Source: an optimization exercise on an open RTL-to-GDS flow (aim: small area, a short achievable clock period and few clock cycles). Production flows keep margins and buffers that such runs may drop.
Only simulation tests tie the RTL to the original design; equivalence was not proved.
Power and IR drop assume default switching activity.

==> try-delta <==
// cpu
module cpu(
           input        clk,
           input        reset,
           input        prog_we,     
           input  [3:0] prog_addr,   
           input  [7:0] prog_data,   
           output [7:0] out,
           output       out_valid,   
           output       halt_o);
==> module cpu, before the edit <==
module cpu(
           input        clk,
           input        reset,
           input        prog_we,     
           input  [3:0] prog_addr,   
           input  [7:0] prog_data,   
           output [7:0] out,
           output       out_valid,   
           output       halt_o);     
   reg [127:0] mem;
   reg [7:0]  ir;       
   reg [3:0]  pc;       
   reg [7:0]  opr;      
   reg        e_ld;     
   reg        e_ar;     
   reg        e_sub;
   reg        e_sta;    
   reg        e_out;
   reg [7:0]  a;
   reg        c, z;
   reg [7:0]  oreg;
   reg        ovalid;
   reg        halted;
   wire [7:0] ax = a ^ {8{e_sub}};
   wire [7:0] g = ax & opr;
   wire [7:0] p = ax | opr;
   wire [8:0] cy;
   genvar ci, cj;
   generate
      for (ci = 0; ci <= 8; ci = ci + 1) begin : cla
         if (ci == 0) begin : c0
            assign cy[0] = 1'b0;
         end else begin : cn
            wire [ci-1:0] t;
            for (cj = 0; cj < ci; cj = cj + 1) begin : term
               if (cj == ci - 1) begin : last
                  assign t[cj] = g[cj];
               end else begin : mid
                  assign t[cj] = g[cj] & (&p[ci-1:cj+1]);
               end
            end
            assign cy[ci] = |t;
         end
      end
   endgenerate
   wire [8:0] sx = {cy[8], ax ^ opr ^ cy[7:0]};
   wire [7:0] res = sx[7:0] ^ {8{e_sub}};
   wire       c_new = sx[8];
   wire [7:0] kin = {a[6:0] | opr[6:0], 1'b0};
   wire       z_new = e_sub ? (a == opr) : &(~(a ^ opr ^ kin));
   wire       c_f = e_ar ? c_new : c;
   wire       z_f = e_ar ? z_new : z;
   function [7:0] ram_rd(input [127:0] m, input [3:0] ad);
      integer k;
      begin
         ram_rd = 8'd0;
         for (k = 0; k < 16; k = k + 1)
           ram_rd = ram_rd | (m[k*8 +: 8] & {8{ad == k}});
      end
   endfunction
   wire [3:0] op = ir[7:4];
   wire [3:0] n  = ir[3:0];
   wire d_lda = (op == 4'h1);
   wire d_add = (op == 4'h2);
   wire d_sub = (op == 4'h3);
   wire d_sta = (op == 4'h4);
   wire d_ldi = (op == 4'h5);
   wire d_jmp = (op == 4'h6);
   wire d_jc  = (op == 4'h7);
   wire d_jz  = (op == 4'h8);
   wire d_out = (op == 4'he);
   wire d_hlt = (op == 4'hf);
   wire hold  = d_hlt | (op >= 4'h9 && op <= 4'hd);
   wire [7:0] rd_n = (e_sta && opr[3:0] == n) ? a : ram_rd(mem, n);
   wire [7:0] rd_p = (e_sta && opr[3:0] == pc) ? a : ram_rd(mem, pc);
   wire taken = d_jmp | (d_jc & c_f) | (d_jz & z_f);
   wire [3:0] n_inc  = {n[3] ^ (&n[2:0]), n[2] ^ (&n[1:0]), n[1] ^ n[0], ~n[0]};
   wire [3:0] pc_inc = {pc[3] ^ (&pc[2:0]), pc[2] ^ (&pc[1:0]), pc[1] ^ pc[0], ~pc[0]};
   wire stall = d_sta && (n == pc);
   always @(posedge clk) begin
      if (reset) begin
         ir <= 8'h00;
         pc <= 4'd0;
      end else if (!hold) begin
         if (stall) begin
            ir <= 8'h00;
         end else if (taken) begin
            ir <= rd_n;
            pc <= n_inc;
         end else begin
            ir <= rd_p;
            pc <= pc_inc;
         end
      end
   end
   always @(posedge clk) begin
      if (reset) begin
         e_ld  <= 1'b0;
         e_ar  <= 1'b0;
         e_sub <= 1'b0;
         e_sta <= 1'b0;
         e_out <= 1'b0;
      end else begin
         e_ld  <= d_lda | d_ldi;
         e_ar  <= d_add | d_sub;
         e_sub <= d_sub;
         e_sta <= d_sta;
         e_out <= d_out;
      end
      opr <= (d_ldi | d_sta) ? {4'b0, n} : rd_n;
   end
   always @(posedge clk) begin
      if (reset) begin
         a <= 8'd0;
         c <= 1'b0;
         z <= 1'b0;
         oreg <= 8'd0;
         ovalid <= 1'b0;
         halted <= 1'b0;
      end else begin
         if (e_ld)
           a <= opr;
         else if (e_ar)
           a <= res;
         if (e_ar) begin
            c <= c_new;
            z <= z_new;
         end
         if (e_out)
           oreg <= a;
         ovalid <= e_out;
         if (d_hlt)
           halted <= 1'b1;
      end
   end
   wire       we    = reset ? prog_we : e_sta;
   wire [3:0] waddr = reset ? prog_addr : opr[3:0];
   wire [7:0] wdata = reset ? prog_data : a;
   genvar i;
   generate
      for (i = 0; i < 16; i = i + 1) begin : ram
         always @(posedge clk)
           if (we && waddr == i)
             mem[i*8 +: 8] <= wdata;
      end
   endgenerate
   assign out = oreg;
   assign out_valid = ovalid;
   assign halt_o = halted;
endmodule
export LEC_CHECK = 0
export CAP_MARGIN = 20
export CORE_MARGIN = 2
export CORE_UTILIZATION = 55
export CTS_BUF_LIST = sky130_fd_sc_hd__clkbuf_4 sky130_fd_sc_hd__clkbuf_8
export SETUP_SLACK_MARGIN = 2.5
export SLEW_MARGIN = 20
export TNS_END_PERCENT = 1
create_clock -name core_clock -period 4.5 [get_ports {clk}]
run.sh (not shown) runs the stock make flow with config.mk's settings and CLKGATE_MAP_FILE= SYNTH_SCRIPT=/design/flow/synth_recipe.tcl, a recipe that flattens the netlist after the stock synthesis.
==> try-garnet (differences from try-delta) <==
--- a/flow/design.v
+++ b/flow/design.v
@@ -23,5 +23,5 @@
    reg        halted;
-   wire [7:0] ax = a ^ {8{e_sub}};
-   wire [7:0] g = ax & opr;
-   wire [7:0] p = ax | opr;
+   wire [7:0] g = a & opr;
+   wire [7:0] p = a | opr;
+   wire       c1 = e_sub ? (a[0] | ~opr[0]) : (a[0] & opr[0]);
    wire [8:0] cy;
@@ -32,5 +32,7 @@
             assign cy[0] = 1'b0;
+         end else if (ci == 1) begin : c1b
+            assign cy[1] = c1;
          end else begin : cn
-            wire [ci-1:0] t;
-            for (cj = 0; cj < ci; cj = cj + 1) begin : term
+            wire [ci-1:1] t;
+            for (cj = 1; cj < ci; cj = cj + 1) begin : term
                if (cj == ci - 1) begin : last
@@ -41,3 +43,3 @@
             end
-            assign cy[ci] = |t;
+            assign cy[ci] = (|t) | (c1 & (&p[ci-1:1]));
          end
@@ -45,17 +47,7 @@
    endgenerate
-   wire [8:0] sx = {cy[8], ax ^ opr ^ cy[7:0]};
-   wire [7:0] res = sx[7:0] ^ {8{e_sub}};
-   wire       c_new = sx[8];
-   wire [7:0] kin = {a[6:0] | opr[6:0], 1'b0};
-   wire       z_new = e_sub ? (a == opr) : &(~(a ^ opr ^ kin));
-   wire       c_f = e_ar ? c_new : c;
+   wire [7:0] res = a ^ opr ^ cy[7:0];
+   wire       c_new = cy[8] ^ e_sub;
+   wire [7:0] kin = {a[6:1] | opr[6:1], e_sub | a[0], 1'b0};
+   wire       z_new = &(~(a ^ opr ^ kin));
    wire       z_f = e_ar ? z_new : z;
-   function [7:0] ram_rd(input [127:0] m, input [3:0] ad);
-      integer k;
-      begin
-         ram_rd = 8'd0;
-         for (k = 0; k < 16; k = k + 1)
-           ram_rd = ram_rd | (m[k*8 +: 8] & {8{ad == k}});
-      end
-   endfunction
    wire [3:0] op = ir[7:4];
@@ -73,26 +65,27 @@
    wire hold  = d_hlt | (op >= 4'h9 && op <= 4'hd);
-   wire [7:0] rd_n = (e_sta && opr[3:0] == n) ? a : ram_rd(mem, n);
-   wire [7:0] rd_p = (e_sta && opr[3:0] == pc) ? a : ram_rd(mem, pc);
-   wire taken = d_jmp | (d_jc & c_f) | (d_jz & z_f);
+   wire uses_n = d_lda | d_add | d_sub | d_jmp | d_jc | d_jz;
+   wire hz_n   = e_sta & (opr[3:0] == n) & uses_n;
+   wire hz_p   = e_sta & (opr[3:0] == pc);
+   wire st_p   = d_sta & (n == pc);
+   wire [7:0] rd_n = mem[n*8 +: 8];
+   wire [7:0] rd_p = mem[pc*8 +: 8];
    wire [3:0] n_inc  = {n[3] ^ (&n[2:0]), n[2] ^ (&n[1:0]), n[1] ^ n[0], ~n[0]};
    wire [3:0] pc_inc = {pc[3] ^ (&pc[2:0]), pc[2] ^ (&pc[1:0]), pc[1] ^ pc[0], ~pc[0]};
-   wire stall = d_sta && (n == pc);
+   wire       c_if1 = e_ar ? ~e_sub : c;
+   wire       c_if0 = e_ar ?  e_sub : c;
+   wire       jgo   = ~reset & ~hz_n;
+   wire       jump1 = jgo & (d_jmp | (d_jc & c_if1) | (d_jz & z_f));
+   wire       jump0 = jgo & (d_jmp | (d_jc & c_if0) | (d_jz & z_f));
+   wire [7:0] ir_seq = reset ? 8'h00 : (hold | hz_n) ? ir : (st_p | hz_p) ? 8'h00 : rd_p;
+   wire [3:0] pc_seq = reset ? 4'd0 : (hold | hz_n | st_p | hz_p) ? pc : pc_inc;
+   wire [7:0] ir_1 = jump1 ? rd_n : ir_seq;
+   wire [7:0] ir_0 = jump0 ? rd_n : ir_seq;
+   wire [3:0] pc_1 = jump1 ? n_inc : pc_seq;
+   wire [3:0] pc_0 = jump0 ? n_inc : pc_seq;
    always @(posedge clk) begin
-      if (reset) begin
-         ir <= 8'h00;
-         pc <= 4'd0;
-      end else if (!hold) begin
-         if (stall) begin
-            ir <= 8'h00;
-         end else if (taken) begin
-            ir <= rd_n;
-            pc <= n_inc;
-         end else begin
-            ir <= rd_p;
-            pc <= pc_inc;
-         end
-      end
+      ir <= cy[8] ? ir_1 : ir_0;
+      pc <= cy[8] ? pc_1 : pc_0;
    end
    always @(posedge clk) begin
-      if (reset) begin
+      if (reset || hz_n) begin
          e_ld  <= 1'b0;
@@ -109,9 +102,11 @@
       end
-      opr <= (d_ldi | d_sta) ? {4'b0, n} : rd_n;
+      opr <= (d_ldi | d_sta) ? {4'b0, n} : (d_sub ? {~rd_n[7:1], rd_n[0]} : rd_n);
    end
+   wire       ar     = e_ar & ~reset;
+   wire [7:0] a_oth  = reset ? 8'd0 : e_ld ? opr : a;
    always @(posedge clk) begin
+      a <= ar ? res : a_oth;
+      c <= ar ? c_new : (~reset & c);
+      z <= ar ? z_new : (~reset & z);
       if (reset) begin
-         a <= 8'd0;
-         c <= 1'b0;
-         z <= 1'b0;
          oreg <= 8'd0;
@@ -120,10 +115,2 @@
       end else begin
-         if (e_ld)
-           a <= opr;
-         else if (e_ar)
-           a <= res;
-         if (e_ar) begin
-            c <= c_new;
-            z <= z_new;
-         end
          if (e_out)
==> flow/flow/run.sh (new file) <==
#!/bin/bash
# Standard layout (standard synthesis unchanged), with these ORFS settings changed:
# - port buffers are sky130_fd_sc_hd__buf_2 instead of the default choice
#   (a slow delay cell), every port still gets its buffer;
# - the resizer may change a gate's size to one with another footprint;
# - clock tree synthesis adds no dummy loads.
set -euo pipefail
bash standard.sh MATCH_CELL_FOOTPRINT=0 "BUFFER_PORTS_ARGS=-buffer_cell sky130_fd_sc_hd__buf_2" \
  "CTS_ARGS=-sink_clustering_enable -repair_clock_nets -buf_list {sky130_fd_sc_hd__clkbuf_4 sky130_fd_sc_hd__clkbuf_8} -dont_use_dummy_load" \
  finish > make_finish.log 2>&1
==> flow/standard.sh (new file) <==
#!/bin/bash
# synth_recipe.tcl (not shown) runs the flow's synth.tcl, then flattens the netlist and writes it again
# the make line also repeats each setting of config.mk as NAME=value (left out here)
make -C /OpenROAD-flow-scripts/flow DESIGN_CONFIG=/design/flow/config.mk WORK_HOME=/design/flow/orfs CLKGATE_MAP_FILE= SYNTH_SCRIPT=/design/flow/synth_recipe.tcl "${@:-finish}"
- CORE_UTILIZATION: 55 -> 40
- CTS_BUF_LIST: sky130_fd_sc_hd__clkbuf_4 sky130_fd_sc_hd__clkbuf_8 -> not set
- SETUP_SLACK_MARGIN: 2.5 -> 2.0
- TNS_END_PERCENT: 1 -> 5
removed: flow/run.sh
==> summary of the runs <==
- Hold slack: try-delta is better than try-garnet (0.0066 ns).
- Against try-garnet, the power of try-delta is larger by 8.0%.
- In try-garnet the sequential share of layout area is higher than in try-delta, by 2.7 points.
- In try-delta the design area is larger than in try-garnet, by 4.6%.
- Sequential cell count is the same in try-garnet and try-delta.
- Die area: try-garnet is larger than try-delta (32%).
- Between try-garnet and try-delta, the lower first-iteration DRC count is in try-garnet (gap 64%, measured against try-delta).
- Of try-delta and try-garnet, try-delta has the higher synthesized cell count (gap about 35%, measured against try-garnet).
- Against try-garnet, the cell count of try-delta is higher by 15%.
- Against try-delta, the register-to-register slack of try-garnet is better by 0.05 ns.
==> figures <==
quantity                                                                                            try-garnet                try-delta
Clock-pin slew reported for the worst setup and hold paths after clock tree synthesis                  0.08 ns                  0.10 ns
Outcome                                                                                complete, no violations  complete, no violations
Sw Ratio                                                                                                 36.6%                    43.1%
Global-route wire length before repair                                                                33200 um                 47500 um
Synth cell types                                                                                            60                       75
Seq. pwr                                                                                               2.28 mW                  2.24 mW
Core ar.                                                                                           0.0219 mm^2              0.0165 mm^2
Post-layout power                                                                                      5.70 mW                  6.15 mW
Hold Crit Start                                                                                         halted                   opr[6]
Register share of the cell area                                                                          48.5%                    45.7%
Register-to-register path setup slack                                                                  1.97 ns                  1.92 ns
Gp weighted congestion                                                                                   0.820                     1.07
Final Hold Slack                                                                                      0.481 ns                 0.488 ns
Number of tap cells added at floorplan                                                                     280                      220
Basic-gate share of the synthesized area counting and, or, nand and nor cells                            7.48%                    12.0%
Met3 routed wirelength                                                                                 1130 um                  3140 um
Final design area excluding fillers                                                                0.0100 mm^2              0.0105 mm^2
First-pass DRT Iterations                                                                                    4                        8
Die X                                                                                                   154 um                   134 um
Maximum clock frequency                                                                                395 MHz                  387 MHz
Synth Area in Compound Gates                                                                             6.41%                    20.7%
Met1 Track Usage GR                                                                                      25.2%                    45.8%
Testbench counts of try-delta, summed over its fixed seeds: cycles 34,401.
Testbench counts of try-garnet, summed over its fixed seeds: cycles 34,429.

==> separate check: timing with driven ports <==
Ports are ideal in the flow. The routed layouts listed here were re-timed in OpenROAD.
Step 1 assumes that a clkbuf_16 drives the clock port and a buf_2 every other input.
Step 2 adds t to the input delays and takes it off the output delays; t is the mean of the earliest and latest rising clock arrival at the registers after step 1. Input paths then give back, and output paths get back, about the clock's delay inside the block.
a / b / c = ideal ports / drivers / drivers and shift; a / b = the first two.
run	t (ns)	setup WS [ns]	clock arrival spread, ns	pins driven straight from the clock port
try-delta	0.512	1.917 / 1.917 / 1.500	0.019 / 0.019	1
try-garnet	0.489	1.968 / 1.954 / 1.465	0.034 / 0.034	1
After both steps setup and hold are still met in every run listed. The setup slack of try-garnet, which loses most, moves by -0.014 ns with the drivers and by -0.503 ns with both steps.
